This design comes from an exercise in tuning for small area and a short achievable clock period on the open sky130 flow, not from production work. In this exercise RTL edits were held to simulation tests only and were not proved equivalent to the original.

`constraint.sdc`:
```
create_clock -name core_clock -period 17.0 [get_ports {clk}]
set_input_delay 3.4000 -clock core_clock [delete_from_list [all_inputs] [get_ports {clk}]]
set_output_delay 3.4000 -clock core_clock [all_outputs]
set_load 0.01 [all_outputs]
```
`config.mk`:
```
export PLATFORM = sky130hd
export DESIGN_NAME = riscv_single_core
export DESIGN_NICKNAME = riscv_single_core
export VERILOG_FILES = /design/flow/design.v
export SDC_FILE = /design/flow/constraint.sdc
export NUM_CORES = 4
export LEC_CHECK = 0
export CAP_MARGIN = 20
export CORE_MARGIN = 2
export CORE_UTILIZATION = 40
export SLEW_MARGIN = 20
```
`run.sh`:
```
#!/bin/bash
# synth_recipe.tcl (not shown) runs the flow's synth.tcl, then flattens the netlist and writes it again
# the make line also repeats each setting of config.mk as NAME=value (left out here)
make -C /OpenROAD-flow-scripts/flow DESIGN_CONFIG=/design/flow/config.mk WORK_HOME=/design/flow/orfs CLKGATE_MAP_FILE= SYNTH_SCRIPT=/design/flow/synth_recipe.tcl finish
```
`design.v`:
```
module mux(a,b,s,c);
  input [31:0]a,b;
  input s;
  output [31:0]c;
  assign c=(s==0)?a:b;
endmodule
module mux4(a,b,c,sel,d);
  input [31:0]a,b,c;
  input [1:0]sel;
  output reg [31:0]d;
  always@(*)begin
    case(sel)
      2'b00:d=a;
      2'b01:d=b;
      2'b10:d=c;
      2'b11:d=0;
    endcase
  end
endmodule
module pc_adder(a,b,c);
  input [31:0]a,b;
  output [31:0]c;
assign c=a+b;  
endmodule
module pctarget(input [31:0]PC,ImmExt,
output [31:0]Pctarget1
    );
    assign Pctarget1=PC+ImmExt;
endmodule
module programme_counter(pc_next,rst,clk,pc);
  input [31:0]pc_next;
  input clk,rst;
  output reg [31:0]pc;
  always@(posedge clk)begin
    if(!rst) begin    pc<=32'd0;  end
    else begin      pc<=pc_next;   end
  end
endmodule
module registerfile(a1,a2,a3,we3,clk,rst,rd1,rd2,wd3);
  input [4:0]a1,a2,a3;
  input we3,clk,rst;
  input [31:0]wd3;
  output [31:0]rd1,rd2;
 integer i;
  reg [31:0] registers[31:0];
  always @ (posedge clk)
    begin
        if(!rst) begin 
             for(i=0;i<32;i=i+1) begin  registers[i]=0;  end
         end
      else begin
        if(we3)  registers[a3] <= wd3;
        end
    end
assign rd1 = (!rst) ? 32'd0 : registers[a1];
assign rd2 = (!rst) ? 32'd0 : registers[a2];
endmodule
module extend(in,Immext,immsrc);
  input [31:7]in;
  input [1:0]immsrc;
  output [31:0]Immext;
  assign Immext = (immsrc == 2'b00) ? {{20{in[31]}}, in[31:20]} :
                  (immsrc == 2'b01) ? {{20{in[31]}}, in[31:25], in[11:7]} :
                  (immsrc == 2'b10) ? {{20{in[31]}}, in[7], in[30:25], in[11:8], 1'b0} :
                  (immsrc == 2'b11) ? {{12{in[31]}}, in[19:12], in[20], in[30:21], 1'b0} : 32'hX;
endmodule
module alu(a,b,alucontrol,overflow,carry,negative,zero,result);
  input [31:0]a,b;
  input [2:0]alucontrol;
  output overflow,carry,negative,zero;
  output [31:0]result;
  wire [31:0] a_and_b;
  wire [31:0] a_or_b;
  wire [31:0] not_b;
  wire [31:0] mux1;
  wire [31:0]extend;
  wire [31:0]tempadd;
  wire [31:0]tempmul;
   wire [15:0]tempmul1;
  wire cout;
  assign a_and_b=a&b;
  assign a_or_b=a|b;
  assign not_b=~b;
  assign mux1=(alucontrol[0]==1'b0)?b:not_b;
  assign {cout,tempadd}=a+mux1+alucontrol[0];
assign tempmul= a*b;
  assign extend={31'd0,tempadd[31]};
  assign result=(alucontrol[2:0]==3'b000)?tempadd:
    (alucontrol[2:0]==3'b001)?tempadd:
    (alucontrol[2:0]==3'b010)? a_and_b:
    (alucontrol[2:0]==3'b011)?a_or_b:
    (alucontrol[2:0]==3'd4)?tempmul:
    (alucontrol[2:0]==3'b101)?extend:31'dx;
  assign negative=result[31]; 
  assign zero=&(~result);
  assign overflow=(~(alucontrol[0]^a[31]^b[31]))&(a[31]^tempadd[31])&(~alucontrol[1]);
  assign carry=(~alucontrol[1])&(cout);
endmodule
module alu_decoder(
  input  [6:0]funct7,
  input [2:0] funct3,
  input [1:0] aluop,
  output reg [2:0] alucontrol
);
   always @(*) begin
    if (aluop == 2'b00) begin
      alucontrol <= 3'b000;
    end
    else if (aluop == 2'b01) begin
      alucontrol <= 3'b001;  
    end
    else if (aluop == 2'b10) begin
               if (funct3 == 3'b000) begin
                   if(funct7==7'b0000001)  begin alucontrol<=3'b100;  end  
                   else if(funct7==7'b00000)  begin alucontrol<=3'b000;  end  
                   else if(funct7==7'b0100000)  begin alucontrol<=3'b001;  end  
                   else begin alucontrol<=3'b000; end
                end
                else if (funct3 == 3'b010) begin
                alucontrol <= 3'b101;  
                   end
                else if (funct3 == 3'b110) begin
                 alucontrol <= 3'b011; 
                  end
                else if (funct3 == 3'b111) begin
                 alucontrol <= 3'b010;      
                   end
              else begin
         alucontrol <= 3'b000;
                 end
    end
    else begin   
      alucontrol <= 3'b000;
    end
  end
endmodule
module main_decoder(op,zero,pcsrc,resultsrc,memwrite,alusrc,immsrc,branch,regwrite,aluop);
 input zero;
  input [6:0]op;
  output   pcsrc;
  output reg memwrite,alusrc,regwrite;
  output reg [1:0]resultsrc;
  output reg [1:0]immsrc;  
  output reg [1:0]aluop;
 output reg branch;
  reg jump;
  always@(*)begin
    if(op==7'b0000011) begin  
      regwrite<=1'b1;
      immsrc<=2'b00;
      alusrc<=1'b1;
      memwrite<=1'b0;
      resultsrc<=2'b01;
      branch<=1'b0;
      aluop<=2'b00;
      jump<=1'b0;
    end
    else if(op==7'b0100011)begin  
       regwrite<=1'b0;
      immsrc<=2'b01;
      alusrc<=1'b1;
      memwrite<=1'b1;
      resultsrc<=2'b00;
      branch<=1'b0;
      aluop<=2'b00;
      jump<=1'b0;
    end
    else if(op==7'b0110011)begin  
           regwrite<=1'b1;
      immsrc<=2'b00;
      alusrc<=1'b0;
      memwrite<=1'b0;
      resultsrc<=2'b00;
      branch<=1'b0;
      aluop<=2'b10;
      jump<=1'b0;
    end
    else if(op==7'b1100011)begin   
      regwrite<=1'b0;
      immsrc<=2'b10;
      alusrc<=1'b0;
      memwrite<=1'b0;
      resultsrc<=2'b00;
      branch<=1'b1;
      aluop<=2'b01;
      jump<=1'b0;
    end
    else if(op==7'b0010011) begin  
    regwrite<=1'b1;
      immsrc<=2'b00;
      alusrc<=1'b1;
      memwrite<=1'b0;
      resultsrc<=2'b00;
      branch<=1'b0;
      aluop<=2'b00;
      jump<=1'b0;
     end   
    else if(op==7'b1101111) begin  
    regwrite<=1'b1;
      immsrc<=2'b11;
      alusrc<=1'b1;
      memwrite<=1'b0;
      resultsrc<=2'b10;
      branch<=1'b0;
      aluop<=2'b00;
      jump<=1'b1;
     end   
    else begin
     regwrite<=1'b0;
      immsrc<=2'b00;
      alusrc<=1'b0;
      memwrite<=1'b0;
      resultsrc<=2'b00;
      branch<=1'b0;
      aluop<=2'b00;
      jump<=1'b0;
    end
  end
  assign pcsrc=((zero&branch)|jump);
endmodule
module control_unit_top(op,zero,immsrc,regwrite,alusrc,memwrite,resultsrc,pcsrc,branch,funct3,funct7,alucontrol);
  input [6:0]op,funct7;
    input [2:0]funct3;
  input zero;
    output regwrite,alusrc,memwrite,branch,pcsrc;
  output [1:0]immsrc,resultsrc;
  output [2:0]alucontrol;
  wire [1:0]aluop;
  main_decoder main_decoder1(
    .op(op),
    .zero(zero),
    .pcsrc(pcsrc),
    .resultsrc(resultsrc),
    .memwrite(memwrite),
    .alusrc(alusrc),
    .immsrc(immsrc),
    .branch(branch),
    .regwrite(regwrite),
    .aluop(aluop)
  );
  alu_decoder alu_decoder1(
    .funct7(funct7),
    .funct3(funct3),
    .aluop(aluop),
    .alucontrol(alucontrol)
  );
endmodule
module riscv_single_core(clk,rst,imem_addr,imem_rdata,dmem_addr,dmem_wdata,dmem_we,dmem_re,dmem_rdata,overflow,carry,negative,branch);
  input clk,rst;
  output [31:0]imem_addr;
  input  [31:0]imem_rdata;
  output [31:0]dmem_addr,dmem_wdata;
  output dmem_we,dmem_re;
  input  [31:0]dmem_rdata;
  output  overflow,carry,negative,branch;
  wire [31:0]pctop,rdtop,rd1top,Immexttop,aluresulttop,readdata,pcnext,rd2top,srcb,result,pcplus4,pctar1;
wire [2:0]alucontroltop;
wire regwrite,memwrite,zero,alusrc,pcsrc;
  wire [1:0]immsrc,resultsrc;
  wire [4:0]a1,a2;
  wire [4:0]a3;
  wire [31:7]extendin;
  wire [6:0]op;
  wire [14:12]funct3;
  wire [31:25]funct7;
  assign a1=rdtop[19:15];
  assign a2=rdtop[24:20];
  assign a3=rdtop[11:7];
  assign extendin=rdtop[31:7];
  assign op=rdtop[6:0];
  assign funct3=rdtop[14:12];
  assign funct7=rdtop[31:25];
  assign imem_addr=pctop;
  assign rdtop=imem_rdata;
  assign dmem_addr=aluresulttop;
  assign dmem_wdata=rd2top;
  assign dmem_we=memwrite;
  assign dmem_re=(resultsrc==2'b01);
  assign readdata=dmem_rdata;
  programme_counter programme_counter1(
    .pc_next(pcnext),
    .rst(rst),
    .clk(clk),
    .pc(pctop)
  );
   pc_adder pcadder1(
    .a(pctop),
    .b(32'd4),
    .c(pcplus4)
   );
   mux programmcounter_and_pcsrc(
     .a(pcplus4),
    .b(pctar1),
    .s(pcsrc),
    .c(pcnext)
  );
  registerfile registerfile1(
    .a1(a1),
    .a2(a2),     
    .a3(a3),
    .we3(regwrite),
    .clk(clk),
    .rst(rst),
    .rd1(rd1top),
    .rd2(rd2top),
    .wd3(result)
  );
  extend extend1(
    .in(extendin),
    .immsrc(immsrc),
    .Immext(Immexttop)
  );
  alu alu1(
    .a(rd1top),
    .b(srcb),
    .alucontrol(alucontroltop),
    .overflow(overflow),
    .carry(carry),
    .negative(negative),
    .zero(zero),
    .result(aluresulttop)
  );
    mux mux_registerfile_to_alu(
    .a(rd2top),
    .b(Immexttop),
    .s(alusrc),
    .c(srcb)
  );
  control_unit_top control_unit_top1(
    .op(op),
    .zero(zero),
    .pcsrc(pcsrc),
    .immsrc(immsrc),
    .regwrite(regwrite),
    .alusrc(alusrc),
    .memwrite(memwrite),
    .resultsrc(resultsrc),
    .branch(branch),
    .funct3(funct3),
    .funct7(funct7),
    .alucontrol(alucontroltop)
  );
    mux4 mux_datamemory_to_registerfile(
    .a(aluresulttop),
    .b(readdata),
    .c(pcplus4),
    .sel(resultsrc),
    .d(result)
  );
  pctarget pctarget1(
   .PC(pctop),
   .ImmExt(Immexttop),
   .Pctarget1(pctar1)
  );
  endmodule
```
==> results.sh <==
export IMPL_crit_start="imem_rdata[19]"
export IMPL_cp_top_family="adder cells"
export IMPL_cp_common_cell="fa_1"
export IMPL_grt_overflow_total=0
export IMPL_fin_crit_ps=16730
export IMPL_worstPathArrival_ps=13330
export IMPL_grt_max_degree=63
export IMPL_crit_cells=39
export IMPL_critPathMaxStageDelay_ps=560
export IMPL_reg2reg_from="registerfile1.registers[23][3]"
export IMPL_fp_dieW_um=438.0
export IMPL_final_cell_mix="1,171 x nor2_1, 1,024 x edfxtp_1, 524 x inv_1"
export IMPL_grt_pass1_vias=58713
export IMPL_drt_total_wl_mm=316.9
export IMPL_h_tree_depth=3
export IMPL_clock_sinks=1056
export IMPL_worstHoldStart="programme_counter1.pc[0]"
export IMPL_cts_tree="done"
export IMPL_fillers=17089
export IMPL_synth_compound_gate_area_share=0.06271
export IMPL_rows=159
export IMPL_worstSetupPathType="in2out"
export IMPL_synthSimpleGateAreaFrac=0.1273
export IMPL_drtPass1Iterations=6
export IMPL_powerDensity_nw_per_um2=92.29
export IMPL_dp_final_hpwl_mm=210.7
export IMPL_synth_area_per_cell_um2=11.64
export IMPL_finalSetupViolations=0
export IMPL_yosys_warnings=5
export IMPL_max_freq_mhz=59.76
export IMPL_via_per_inst=6.293
export IMPL_crit_path_top_delay_cell="clkdlybuf4s50_1"
export IMPL_hold_violations=0
export IMPL_cts_hold_buf=0
export IMPL_start_kind="input port"
export IMPL_fin_setup_tns_ps=0
export IMPL_synth_top_family_by_area="multiplexers"
export IMPL_clock_path_buffers=3
export IMPL_vias=58971
export IMPL_chipHeight_um=438.0
export IMPL_wire_per_inst_um=33.81
export IMPL_fin_skew_ps=72.56
export IMPL_areaGrowthSynthToFinish_pct=16.15
export IMPL_io_pins=168
export IMPL_synth_distinct_cells=91
export IMPL_cts_buffers=113
export IMPL_finalInstanceArea_um2=87530
export IMPL_synth_top_area_cell="edfxtp_1"
export IMPL_ctsRootBufferMaster="clkbuf_16"
export IMPL_synth_ff_type="edfxtp_1"
export IMPL_fin_crit_sh=0.9844
export IMPL_hold_depth=2
export IMPL_synth_adder_area_share=0.1411
export IMPL_ir_drop_mv=0.09370
export IMPL_drive_above_1_share=0.2081
export IMPL_ys_ff_latch=1056
export IMPL_coreArea_um2=187400
export IMPL_synth_area_top_cells="edfxtp_1 41%, mux4_2 15%, fa_1 11%"
export IMPL_grt_pass1_wl_mm=442.6
export IMPL_slew_headroom=0.2546
export IMPL_seq_area_um2=31390
export IMPL_maxSlewViolCount=0
export IMPL_p_leak_nw=33.76
export IMPL_synth_edff_count=1024
export IMPL_route_detailed_drc=0
export IMPL_nets=7446
export IMPL_min_path_type="reg2reg"
export IMPL_synthCells=6472
export IMPL_multiInputGateArea_um2=40680
export IMPL_r2r_cells=38
export IMPL_syn_area_um2=75360
export IMPL_final_common_cell="nor2_1"
export IMPL_async_flop_share=0
export IMPL_clock_latency_ps=770
export IMPL_io_buffers=167
export IMPL_status="no timing/DRC/antenna violations"
export IMPL_maxCapViolations=0
export IMPL_postRouteAntennaNets=0
export IMPL_track_usage=0.3270
export IMPL_dieArea_um2=191900
export IMPL_drt_iter0_markers=8113
export IMPL_power_total_w=0.008077
export IMPL_crit_path_end_kind="output pin"
export IMPL_yosys_area_share_xor_xnor=0.02208
export IMPL_gp_congestion=0.9738
export IMPL_synth_nets=7134
export IMPL_start_util=0.4021
export IMPL_tightest_slew_ps=1115
export IMPL_ys_seq_area_frac=0.4166
export IMPL_clk_pin_slew_ps=60
export IMPL_crit_buf_inv=15
export IMPL_antenna_found_initial=8
export IMPL_cp_data_required_time_ps=13600
export IMPL_post_dp_cell_area_um2=83720
export IMPL_muxShareOfSynthArea=0.1735
export IMPL_cp_max_fo=10
export IMPL_synth_top_area_share=0.4081
[final timing paths]
| path | end | slack [ps] |
|---|---|---|
| worst max-delay path | dmem_addr[31] | 270 |
| worst min-delay path | programme_counter1.pc[0] | 710 |
| worst min register to register | programme_counter1.pc[0] | 710 |
| worst max register to register | programme_counter1.pc[29] | 5160 |
[worst register-to-register path, delay by kind of cell (launching register included)]
family / cells / cell delay (ps)
flops: 1 / 390
compound gates: 8 / 2780
simple gates: 9 / 3010
mux: 2 / 710
buf+inv: 10 / 1070
fa+ha+maj: 9 / 3800
[logic make-up (layout without fill, tap and decap cells)]
family          Yosys count  after routing
simple gates           2216           2216
buf+inv                1057           1456
flops                  1056           1056
compound gates          687            687
mux                     671            671
fa+ha+maj               606            606
xor+xnor                179            179
other cells               0              5
[state kept, by name, indices dropped and copies added (netlist names)]
| signal | count |
|---|---|
| programme_counter1.pc | 32 |
| registerfile1.registers | 1024 |
[through the flow]
stage | std cells | util | worst slack, ps | hold slack, ps
global route | 9367 | 0.4670 | -9.558 | 706.3
CTS | 9356 | 0.4655 | 20.65 | 688.8
floorplan | 6472 | - | 799.8 | 516.7
global placement | 9154 | 0.4467 | -157.4 | 670.5
finish | 9371 | 0.4671 | 265.1 | 706.2
detailed placement | 9154 | 0.4467 | -45.99 | 679.6
[power breakdown]
group	internal, W	switching, W
Combinational	0.00104	0.00163
Sequential	0.00294	0.0000472
Clock	0.00134	0.00108
[repair_timing]
action / 4_1_cts / 5_1_grt
buffers inserted: 0 / 9
gates cloned: 0 / 1
setup endpoints to repair: 3 / 6
resized for setup: 3 / 49
[routing by layer]
metal | track usage | vias up | wire length [um]
met3 | 0.07592 | 1075 | 36790
met1 | 0.3962 | 29978 | 107800
met2 | 0.5170 | 4341 | 145300
met5 | 0 | - | 13
li1 | - | 23575 | -
met4 | 0.2294 | 2 | 26910
[synth_stat cells (55+ instances only)]
library cell,number
a21oi_1,157
fa_1,410
nand2_1,489
buf_2,63
mux2i_1,146
nand3_1,85
mux4_2,506
edfxtp_1,1024
and2_1,144
nor2_1,1181
xnor2_1,139
inv_1,528
clkbuf_1,389
nor2b_1,95
nor3_1,55
a22oi_1,109
ha_1,186
o21ai_0,94
[area by class of cell]
| type | instances | share of cell area |
|---|---|---|
| Multi-Input combinational cell | 4359 | 0.4648 |
| Clock buffer | 140 | 0.03395 |
| Timing Repair Buffer | 724 | 0.07782 |
| Antenna cell | 5 | 0.0001430 |
| Inverter | 530 | 0.02279 |
| Tap cell | 2495 | 0.03567 |
| Clock inverter | 62 | 0.006175 |
| Sequential cell | 1056 | 0.3586 |

[port drivers added, routing unchanged]
No port has a modelled driver above. Below, the same layout with a new extraction and two added sets of constraints. Step 1 (the two cells are an assumption about what drives the block):
set clk [get_ports {clk}]
set_driving_cell -lib_cell sky130_fd_sc_hd__clkbuf_16 $clk
set_driving_cell -lib_cell sky130_fd_sc_hd__buf_2 [delete_from_list [all_inputs] $clk]
Step 2 times the ports against the registers' clock, not the clock port: input delays grow and output delays shrink by t, the midpoint of the rising clock arrivals with the driver on. a / b / c = ideal / step 1 / step 2; a / b = the first two.
shift t [ns]: 0.816
setup slack, ns: 0.265 / 0.221 / 0.221
cell pins on the clock port's net: 1
After both steps this run still meets setup and hold. The setup slack of this run moves by -0.044 ns with the drivers and by -0.044 ns with both steps.
